Source: an optimization exercise on an open RTL-to-GDS flow (aim: small area and a short achievable clock period). Production flows keep margins and buffers that such runs may drop.
RTL that was checked went through simulation tests only; none was proved equivalent to the original.
No activity file was given, so power comes from the tool's default toggle rates.

==> inputs of job 9277 <==
==> flow/design.v (excerpt) <==
module BMD_64_RWDMA_FSM (
    clk,
    rst_n,
    init_rst_i,
    wdma_rst_o,
    mwr_len_i,
    mwr_count_i,
    wdma_start_o,
    wdma_addr_o,
    wdma_done_i,
    wdma_irq_o,
    next_wdma_addr_i,
    next_wdma_up_addr_i,
    next_wdma_valid_i,
    wdma_start_i,
    wdma_stop_i,
    wdma_running_o,
    wdma_frame_len_i,
    timeframe_end_i,
    wdma_buf_ptr_o,
    wdma_status_o,
    cc_timeout_o
);
input           clk;
input           rst_n;
input           init_rst_i;
output          wdma_rst_o;
input  [9:0]    mwr_len_i;
input  [15:0]   mwr_count_i;
output          wdma_start_o;
output [39:0]   wdma_addr_o;
input           wdma_done_i;
output          wdma_irq_o;
input  [31:0]   next_wdma_addr_i;
input  [7:0]    next_wdma_up_addr_i;
input           next_wdma_valid_i;
input           wdma_start_i;
input           wdma_stop_i;
output          wdma_running_o;
input  [15:0]   wdma_frame_len_i;
input           timeframe_end_i;
output [15:0]   wdma_buf_ptr_o;
output [3:0]    wdma_status_o;
output          cc_timeout_o;
reg             wdma_irq_o;
reg             wdma_start_o;
reg             wdma_running_o;
reg    [3:0]    wdma_status_o;
reg             st_idle, st_load, st_wait, st_dma, st_check, st_stop;
reg             prev_check;          
reg             timeframe_end_prev;
reg [15:0]      wdma_buf_cnt;
reg             next_wdma_valid;
reg             wdma_stop;
reg [15:0]      cnt_16bit;
reg [1:0]       a_lo;
reg [11:0]      a_hi;
reg [26:0]      s_q;
reg [26:0]      c_q;
wire            cc_timeout_o = cnt_16bit[15];
wire            wdma_rst_o = timeframe_end_i & st_wait;
wire [15:0]     wdma_buf_ptr_o = wdma_buf_cnt;
wire [26:0]     mid;
    wire ag0 = s_q[0] & c_q[0];
    wire ap0;
    rw_x2 u_ap0 (.a(s_q[0]), .b(c_q[0]), .y(ap0));
    wire ag1 = s_q[1] & c_q[1];
    wire ap1;
    rw_x2 u_ap1 (.a(s_q[1]), .b(c_q[1]), .y(ap1));
    wire ag2 = s_q[2] & c_q[2];
    wire ap2;
    rw_x2 u_ap2 (.a(s_q[2]), .b(c_q[2]), .y(ap2));
    wire ag3 = s_q[3] & c_q[3];
  ...
Settings: LEC_CHECK=0, CAP_MARGIN=20, CORE_MARGIN=2, CORE_UTILIZATION=60, PLACE_DENSITY=0.75, SLEW_MARGIN=20, SYNTH_HIERARCHICAL=1, SYNTH_MINIMUM_KEEP_SIZE=0; clock period 8.5 ns.
standard.sh (not shown) runs the stock make flow with config.mk's settings and CLKGATE_MAP_FILE= SYNTH_SCRIPT=/design/flow/synth_recipe.tcl, a recipe that flattens the netlist after the stock synthesis.
==> flow/flow/run.sh <==
#!/bin/bash
# Standard layout, but with sky130_fd_sc_hd__buf_1 as the port buffer cell
# (instead of the default clkdlybuf4s50_1, which is larger and slower).
set -euo pipefail
export BUFFER_PORTS_ARGS="-buffer_cell sky130_fd_sc_hd__buf_1"
bash standard.sh finish > flow_make.log 2>&1
==> inputs of job 5509, as changes to job 9277 <==
--- a/flow/design.v
+++ b/flow/design.v
@@ -50,18 +50,19 @@
 reg             st_idle, st_load, st_wait, st_dma, st_check, st_stop;
 reg             prev_check;          
 reg             timeframe_end_prev;
 reg [15:0]      wdma_buf_cnt;
 reg             next_wdma_valid;
 reg             wdma_stop;
-reg [15:0]      cnt_16bit;
+reg [14:0]      to_lfsr;
+reg             cc_timeout_q;
 reg [1:0]       a_lo;
 reg [11:0]      a_hi;
 reg [26:0]      s_q;
 reg [26:0]      c_q;
-wire            cc_timeout_o = cnt_16bit[15];
+wire            cc_timeout_o = cc_timeout_q;
 wire            wdma_rst_o = timeframe_end_i & st_wait;
 wire [15:0]     wdma_buf_ptr_o = wdma_buf_cnt;
 wire [26:0]     mid;
     wire ag0 = s_q[0] & c_q[0];
     wire ap0;
     rw_x2 u_ap0 (.a(s_q[0]), .b(c_q[0]), .y(ap0));
@@ -312,23 +313,27 @@
     rw_x2 u_sum23 (.a(ap23), .b(g16_22), .y(mid[23]));
     rw_x2 u_sum24 (.a(ap24), .b(g16_23), .y(mid[24]));
     rw_x2 u_sum25 (.a(ap25), .b(g16_24), .y(mid[25]));
     wire ap26;
     rw_x2 u_ap26 (.a(s_q[26]), .b(c_q[26]), .y(ap26));
     rw_x2 u_sum26 (.a(ap26), .b(g16_25), .y(mid[26]));
+    assign c26 = g16_25;
+    assign p26 = ap26;
+wire            c26;
+wire            p26;
 wire [11:0]     hi_ones;
 wire [11:0]     out_hi;
 assign hi_ones[0] = 1'b1;
 genvar gi;
 generate for (gi = 1; gi < 12; gi = gi + 1) begin : g_hi
     assign hi_ones[gi] = hi_ones[gi-1] & a_hi[gi-1];
 end endgenerate
+wire [11:0]     hi_c0 = a_hi ^ (hi_ones & {12{p26}});
+wire [11:0]     hi_c1 = a_hi ^ (hi_ones & {12{~p26}});
 generate for (gi = 0; gi < 12; gi = gi + 1) begin : g_hx
-    wire inc;
-    rw_a2 u_hc (.a(mid[26]), .b(hi_ones[gi]), .y(inc));
-    rw_x2 u_hx (.a(a_hi[gi]), .b(inc), .y(out_hi[gi]));
+    rw_mux2 u_hm (.a(hi_c0[gi]), .b(hi_c1[gi]), .s(c26), .y(out_hi[gi]));
 end endgenerate
 assign wdma_addr_o = {out_hi, mid[25:0], a_lo};
 wire [25:0]     x = s_q[25:0];
 wire [26:0]     ts_n;
 wire [26:0]     tc_n;
     wire pp0_0 = ~(mwr_len_i[0] & mwr_count_i[0]);
@@ -881,21 +886,22 @@
         a_hi <= 12'b0;
     end
     else begin
         a_hi <= out_hi;
     end
 end
+wire            to_fb = to_lfsr[14] ^ to_lfsr[13] ^ (to_lfsr[13:0] == 14'd0);
 always @(posedge clk) begin
-    if (!rst_n) begin
-        cnt_16bit <= 16'b0;
-    end
-    else if (init_rst_i || timeframe_end_i) begin
-        cnt_16bit <= 16'b0;
+    if (!rst_n || init_rst_i || timeframe_end_i) begin
+        to_lfsr <= 15'd0;
+        cc_timeout_q <= 1'b0;
     end
-    else if (!cnt_16bit[15] && st_wait) begin
-        cnt_16bit <= cnt_16bit + 16'd1;
+    else if (!cc_timeout_q && st_wait) begin
+        to_lfsr <= {to_lfsr[13:0], to_fb};
+        if (to_lfsr == 15'h4000)
+            cc_timeout_q <= 1'b1;
     end
 end
 always @(posedge clk) begin
     prev_check <= st_check;
 end
 always @(posedge clk) begin
@@ -984,12 +990,15 @@
 module rw_o21ai (input a1, input a2, input b1, output y);
 assign y = ~((a1 | a2) & b1);
 endmodule
 module rw_nor2 (input a, input b, output y);
 assign y = ~(a | b);
 endmodule
+module rw_mux2 (input a, input b, input s, output y);
+assign y = s ? b : a;
+endmodule
 module rw_a2 (input a, input b, output y);
 assign y = a & b;
 endmodule
 module rw_x2 (input a, input b, output y);
 assign y = a ^ b;
 endmodule
- CORE_UTILIZATION: 60 -> 70
- CTS_BUF_LIST: not set -> sky130_fd_sc_hd__clkbuf_4 sky130_fd_sc_hd__clkbuf_8
- PLACE_DENSITY: 0.75 -> 0.8
- SETUP_SLACK_MARGIN: not set -> 4.3
==> inputs of job 4365, as changes to job 9277 <==
--- a/flow/design.v
+++ b/flow/design.v
@@ -312,23 +312,27 @@
     rw_x2 u_sum23 (.a(ap23), .b(g16_22), .y(mid[23]));
     rw_x2 u_sum24 (.a(ap24), .b(g16_23), .y(mid[24]));
     rw_x2 u_sum25 (.a(ap25), .b(g16_24), .y(mid[25]));
     wire ap26;
     rw_x2 u_ap26 (.a(s_q[26]), .b(c_q[26]), .y(ap26));
     rw_x2 u_sum26 (.a(ap26), .b(g16_25), .y(mid[26]));
+    assign c26 = g16_25;
+    assign p26 = ap26;
+wire            c26;
+wire            p26;
 wire [11:0]     hi_ones;
 wire [11:0]     out_hi;
 assign hi_ones[0] = 1'b1;
 genvar gi;
 generate for (gi = 1; gi < 12; gi = gi + 1) begin : g_hi
     assign hi_ones[gi] = hi_ones[gi-1] & a_hi[gi-1];
 end endgenerate
+wire [11:0]     hi_c0 = a_hi ^ (hi_ones & {12{p26}});
+wire [11:0]     hi_c1 = a_hi ^ (hi_ones & {12{~p26}});
 generate for (gi = 0; gi < 12; gi = gi + 1) begin : g_hx
-    wire inc;
-    rw_a2 u_hc (.a(mid[26]), .b(hi_ones[gi]), .y(inc));
-    rw_x2 u_hx (.a(a_hi[gi]), .b(inc), .y(out_hi[gi]));
+    rw_mux2 u_hm (.a(hi_c0[gi]), .b(hi_c1[gi]), .s(c26), .y(out_hi[gi]));
 end endgenerate
 assign wdma_addr_o = {out_hi, mid[25:0], a_lo};
 wire [25:0]     x = s_q[25:0];
 wire [26:0]     ts_n;
 wire [26:0]     tc_n;
     wire pp0_0 = ~(mwr_len_i[0] & mwr_count_i[0]);
@@ -984,12 +988,15 @@
 module rw_o21ai (input a1, input a2, input b1, output y);
 assign y = ~((a1 | a2) & b1);
 endmodule
 module rw_nor2 (input a, input b, output y);
 assign y = ~(a | b);
 endmodule
+module rw_mux2 (input a, input b, input s, output y);
+assign y = s ? b : a;
+endmodule
 module rw_a2 (input a, input b, output y);
 assign y = a & b;
 endmodule
 module rw_x2 (input a, input b, output y);
 assign y = a ^ b;
 endmodule
- SETUP_SLACK_MARGIN: not set -> 4.5
==> comparison <==
- Global-route usage: job 9277 < job 4365 < job 5509.
- Setup slack: job 5509 > job 4365 > job 9277.
- The highest routed wire length belongs to job 4365, the lowest to job 9277.
- Of job 5509 and job 9277, job 5509 has the higher core utilization (gap 18 points).
==> figures <==
                                                                           job 4365    job 5509    job 9277
GR Layer Usage met1                                                          39.93%      44.35%      35.90%
Power, Total                                                             0.001827 W  0.001642 W  0.001774 W
Multi-input comb cells                                                          849         841         822
Comb. pwr                                                                0.000546 W  0.000493 W  0.000429 W
Critical path depth in cells                                                      8           8          10
Clk latency of the worst-skew pair                                          0.42 ns     0.45 ns     0.42 ns
Minimum setup slack among reg-to-reg paths                                  5.82 ns     5.81 ns     5.25 ns
Number of distinct standard cells referenced by the synthesized netlist          54          51          54
Result of the run                                  no timing/DRC/antenna violations  no timing/DRC/antenna violations  no timing/DRC/antenna violations
Final instance count without filler cells                                      1460        1374        1383
Function not checked in job 5509 and job 4365: the RTL went through the layout flow alone.


==> run a: inputs <==
Another version of the RTL of BMD_64_RWDMA_FSM (not shown whole).
Settings: LEC_CHECK=0, CAP_MARGIN=20, CORE_MARGIN=2, CORE_UTILIZATION=40, PLACE_DENSITY=0.6, SLEW_MARGIN=20, SYNTH_HIERARCHICAL=1, SYNTH_MINIMUM_KEEP_SIZE=0; clock period 8.5 ns.
Scripts as last shown in full above: flow/flow/run.sh
==> run b: changes against run a <==
Settings changed: CORE_UTILIZATION 40 to 60, PLACE_DENSITY 0.6 to 0.75, SETUP_SLACK_MARGIN from default to 4.3.
==> results.toml <==
[power]
p_per_area_mw_per_mm2 = 135
comb_power_share_pct = 30.2

[setup_path]
r2r-start = "s_q[17]"
r2r_end = "a_hi[10]"

[grt]
antenna_found_initial = 0
use_met1_pct = 40.5

[die]
die_h_um = 135

[cells_and_area]
mostFrequentLayoutCells = "169 x and2_1, 110 x buf_1, 91 x dfxtp_1"
insertedDiodeCount = 0

[outcome]
status = "finished clean"

[placed_design]
pre_cts_ws_ns = 3.31

[drt]
wl_met1_um = 11500
[end of results for run b]
==> results.toml <==
[logic_synthesis]
synth_top_family_by_area = "simple AND/OR/NAND/NOR gates"
synth_seq_cells = 115

[cells_and_area]
multi_input_area_share_pct = 65.8
insertedDiodeCount = 1
mostFrequentLayoutCells = "224 x and2_1, 153 x buf_1, 134 x fa_1"
seq_cells = 115

[drt]
wl_met1_um = 11800

[power]
p_per_area_mw_per_mm2 = 150
comb_power_share_pct = 25.9

[placed_design]
pre_cts_ws_ns = 3.27

[min_path]
holdPathEnd = "prev_check"

[grt]
use_met1_pct = 26.7
antenna_found_initial = 1

[outcome]
status = "finished clean"

[setup_path]
r2r-start = "s_q[2]"
crit_path_end_kind = "primary output"
crit_family = "compound AO/OA/AOI/OAI gates"
r2r_end = "a_hi[11]"

[die]
die_h_um = 165
[end of results for run a]
No run of this note included a check of the RTL's function; only the layout flow was run.


==> run C <==
BMD_64_RWDMA_FSM, a different RTL version from the one above (not shown whole).
Design BMD_64_RWDMA_FSM, start of the top module:
module BMD_64_RWDMA_FSM (
    clk,
    rst_n,
    init_rst_i,
    wdma_rst_o,
    mwr_len_i,
    mwr_count_i,
    wdma_start_o,
    wdma_addr_o,
    wdma_done_i,
    wdma_irq_o,
    next_wdma_addr_i,
    next_wdma_up_addr_i,
    next_wdma_valid_i,
    wdma_start_i,
    wdma_stop_i,
    wdma_running_o,
    wdma_frame_len_i,
    timeframe_end_i,
    wdma_buf_ptr_o,
    wdma_status_o,
    cc_timeout_o
);
clock: 8.5 ns
lec_check: 0
cap_margin: 20
core_margin: 2
core_utilization: 70
cts_buf_list: sky130_fd_sc_hd__clkbuf_4 sky130_fd_sc_hd__clkbuf_8
place_density: 0.8
setup_slack_margin: 4.2
slew_margin: 20
synth_hierarchical: 1
synth_minimum_keep_size: 0
==> flow/flow/run.sh <==
#!/bin/bash
# Standard layout (the standard.sh, unchanged synthesis), with two changes:
# - the port buffers are sky130_fd_sc_hd__buf_1 instead of the default
#   clkdlybuf4s50_1, which is larger and slower;
# - clock tree synthesis does not add dummy loads (it otherwise uses the same
#   arguments as ORFS: sink clustering, clock-net repair, CTS_BUF_LIST).
set -euo pipefail
export BUFFER_PORTS_ARGS="-buffer_cell sky130_fd_sc_hd__buf_1"
export CTS_ARGS="-sink_clustering_enable -repair_clock_nets -dont_use_dummy_load -buf_list {sky130_fd_sc_hd__clkbuf_4 sky130_fd_sc_hd__clkbuf_8}"
bash standard.sh finish > flow_make.log 2>&1
==> run D (differences from run C) <==
--- a/flow/design.v
+++ b/flow/design.v
@@ -797,27 +797,27 @@
     wire fs95, fc95;
     rw_fa u_fs95 (.a(fc59), .b(fs61), .c(fc60), .s(fs95), .co(fc95));
     wire fs96, fc96;
     rw_fa u_fs96 (.a(fc61), .b(fs63), .c(fc62), .s(fs96), .co(fc96));
     wire fs97, fc97;
-    rw_fa u_fs97 (.a(fc63), .b(fs65), .c(fc64), .s(fs97), .co(fc97));
+    rw_gfa u_fs97 (.a(fc63), .b(fs65), .c(fc64), .s(fs97), .co(fc97));
     wire fs98, fc98;
-    rw_fa u_fs98 (.a(fc65), .b(fs67), .c(fc66), .s(fs98), .co(fc98));
+    rw_gfa u_fs98 (.a(fc65), .b(fs67), .c(fc66), .s(fs98), .co(fc98));
     wire fs99, fc99;
-    rw_fa u_fs99 (.a(fc67), .b(fs69), .c(fc68), .s(fs99), .co(fc99));
+    rw_gfa u_fs99 (.a(fc67), .b(fs69), .c(fc68), .s(fs99), .co(fc99));
     wire fs100, fc100;
-    rw_fa u_fs100 (.a(fc69), .b(fs71), .c(fc70), .s(fs100), .co(fc100));
+    rw_gfa u_fs100 (.a(fc69), .b(fs71), .c(fc70), .s(fs100), .co(fc100));
     wire fs101, fc101;
-    rw_fa u_fs101 (.a(fc71), .b(fs73), .c(fc72), .s(fs101), .co(fc101));
+    rw_gfa u_fs101 (.a(fc71), .b(fs73), .c(fc72), .s(fs101), .co(fc101));
     wire fs102, fc102;
-    rw_fa u_fs102 (.a(fc73), .b(fs75), .c(fc74), .s(fs102), .co(fc102));
+    rw_gfa u_fs102 (.a(fc73), .b(fs75), .c(fc74), .s(fs102), .co(fc102));
     wire fs103, fc103;
-    rw_fa u_fs103 (.a(fc75), .b(fs77), .c(fc76), .s(fs103), .co(fc103));
+    rw_gfa u_fs103 (.a(fc75), .b(fs77), .c(fc76), .s(fs103), .co(fc103));
     wire fs104, fc104;
-    rw_fa u_fs104 (.a(fc77), .b(fs79), .c(fc78), .s(fs104), .co(fc104));
+    rw_gfa u_fs104 (.a(fc77), .b(fs79), .c(fc78), .s(fs104), .co(fc104));
     wire fs105, fc105;
-    rw_fa u_fs105 (.a(fc79), .b(fs81), .c(fc80), .s(fs105), .co(fc105));
+    rw_gfa u_fs105 (.a(fc79), .b(fs81), .c(fc80), .s(fs105), .co(fc105));
     wire fs106, fc106;
     rw_fa u_fs106 (.a(fc81), .b(fs83), .c(fs84), .s(fs106), .co(fc106));
     wire fs107, fc107;
     rw_fa u_fs107 (.a(fs85), .b(fc83), .c(fs86), .s(fs107), .co(fc107));
     wire fs108, fc108;
@@ -844,29 +844,29 @@
     wire fs117, fc117;
     rw_fa u_fs117 (.a(fs62), .b(fc94), .c(fs95), .s(fs117), .co(fc117));
     wire fs118, fc118;
     rw_fa u_fs118 (.a(fc95), .b(fs64), .c(fs96), .s(fs118), .co(fc118));
     wire fs119, fc119;
-    rw_fa u_fs119 (.a(fc96), .b(fs66), .c(fs97), .s(fs119), .co(fc119));
+    rw_gfa u_fs119 (.a(fc96), .b(fs66), .c(fs97), .s(fs119), .co(fc119));
     wire fs120, fc120;
-    rw_fa u_fs120 (.a(fs68), .b(fc97), .c(fs98), .s(fs120), .co(fc120));
+    rw_gfa u_fs120 (.a(fs68), .b(fc97), .c(fs98), .s(fs120), .co(fc120));
     wire fs121, fc121;
-    rw_fa u_fs121 (.a(fs70), .b(fc98), .c(fs99), .s(fs121), .co(fc121));
+    rw_gfa u_fs121 (.a(fs70), .b(fc98), .c(fs99), .s(fs121), .co(fc121));
     wire fs122, fc122;
-    rw_fa u_fs122 (.a(fs72), .b(fc99), .c(fs100), .s(fs122), .co(fc122));
+    rw_gfa u_fs122 (.a(fs72), .b(fc99), .c(fs100), .s(fs122), .co(fc122));
     wire fs123, fc123;
-    rw_fa u_fs123 (.a(fs74), .b(fc100), .c(fs101), .s(fs123), .co(fc123));
+    rw_gfa u_fs123 (.a(fs74), .b(fc100), .c(fs101), .s(fs123), .co(fc123));
     wire fs124, fc124;
-    rw_fa u_fs124 (.a(fs76), .b(fc101), .c(fs102), .s(fs124), .co(fc124));
+    rw_gfa u_fs124 (.a(fs76), .b(fc101), .c(fs102), .s(fs124), .co(fc124));
     wire fs125, fc125;
-    rw_fa u_fs125 (.a(fs78), .b(fc102), .c(fs103), .s(fs125), .co(fc125));
+    rw_gfa u_fs125 (.a(fs78), .b(fc102), .c(fs103), .s(fs125), .co(fc125));
     wire fs126, fc126;
-    rw_fa u_fs126 (.a(fs80), .b(fc103), .c(fs104), .s(fs126), .co(fc126));
+    rw_gfa u_fs126 (.a(fs80), .b(fc103), .c(fs104), .s(fs126), .co(fc126));
     wire fs127, fc127;
-    rw_fa u_fs127 (.a(fs82), .b(fc104), .c(fs105), .s(fs127), .co(fc127));
+    rw_gfa u_fs127 (.a(fs82), .b(fc104), .c(fs105), .s(fs127), .co(fc127));
     wire fs128, fc128;
-    rw_fa u_fs128 (.a(fc82), .b(fs106), .c(fc105), .s(fs128), .co(fc128));
+    rw_gfa u_fs128 (.a(fc82), .b(fs106), .c(fc105), .s(fs128), .co(fc128));
     wire fs129, fc129;
     rw_fa u_fs129 (.a(fc84), .b(fs107), .c(fc106), .s(fs129), .co(fc129));
     wire fs130, fc130;
     rw_fa u_fs130 (.a(fc86), .b(fs108), .c(fc107), .s(fs130), .co(fc130));
     wire fs131, fc131;
- CORE_UTILIZATION: 70 -> 65
- SETUP_SLACK_MARGIN: 4.2 -> 4.3
==> summary.md <==
| Metric | Value |
|---|---|
| Status | `complete, no violations` |
| Placement-stage worst setup slack | `3.42 ns` |
| Relative area of non-clock buffer cells in the final design | `0.0631` |
| Wire length of the first global-routing pass | `38200 um` |
| Worst Min Path Start | `wdma_running_o` |
| Adder and majority cell fraction of the synthesized area | `0.282` |
| Post-synth top area share | `0.278` |
| Slack of the worst reg-to-reg path | `5.43 ns` |
| Ratio of cells with drive above 1 in the final layout | `0.0968` |
| Initial cell density of the core | `0.722` |
| Post-synthesis cell type with the largest combined area | `sky130_fd_sc_hd__fa_1` |
| Count of placed standard cells in the final layout, fillers left out | `1385` |
| Synth Instances | `1090` |
| Die span in y | `121 um` |
The numbers above come from run C.

==> summary.md <==
| Metric | Value |
|---|---|
| Worst Min Path Start | `st_check` |
| Adder and majority cell fraction of the synthesized area | `0.260` |
| Synth Instances | `1128` |
| Count of placed standard cells in the final layout, fillers left out | `1432` |
| Routed via count divided by cell count | `5.79` |
| Dominant power group | `registers` |
| Placement-stage worst setup slack | `3.62 ns` |
| Initial cell density of the core | `0.670` |
| Die span in y | `127 um` |
| Slack of the worst reg-to-reg path | `5.63 ns` |
| Wire length of the first global-routing pass | `38600 um` |
| Relative area of non-clock buffer cells in the final design | `0.0624` |
| Status | `complete, no violations` |
The numbers above come from run D.

No functional check of the RTL was part of run C.

==> static timing again, ports no longer ideal <==
In the flow no input, the clock included, has a driving cell. The finished layouts below were timed again as built, in two steps.
Step 1 (the two cells are an assumption about what drives the block):
set clk [get_ports {clk}]
set_driving_cell -lib_cell sky130_fd_sc_hd__clkbuf_16 $clk
set_driving_cell -lib_cell sky130_fd_sc_hd__buf_2 [delete_from_list [all_inputs] $clk]
Step 2 times the ports against the registers' clock, not the clock port: input delays grow and output delays shrink by t, the midpoint of the rising clock arrivals with the driver on.
Slacks: ideal ports / drivers / drivers and shift; pairs: ideal ports / drivers.
run	t (ns)	setup WS [ns]	worst setup path after step 2	slew at the worst register clock pin (ns)	cell pins on the clock port's net
job 9277	0.452	3.171 / 3.133 / 3.242	input to register	0.06 / 0.06	1
job 5509	0.475	4.206 / 4.169 / 3.814	input to register	0.08 / 0.08	1
job 4365	0.458	4.187 / 4.148 / 3.805	input to register	0.06 / 0.06	1
run a	0.457	3.074 / 3.031 / 3.264	input to register	0.06 / 0.06	1
run b	0.457	4.023 / 3.978 / 3.787	input to register	0.06 / 0.06	1
run C	0.472	4.258 / 4.232 / 3.761	input to register	0.07 / 0.07	1
run D	0.460	4.384 / 4.349 / 3.960	input to register	0.07 / 0.07	1
After both steps setup and hold are still met in every run listed. The setup slack of run C, which loses most, moves by -0.026 ns with the drivers and by -0.497 ns with both steps.
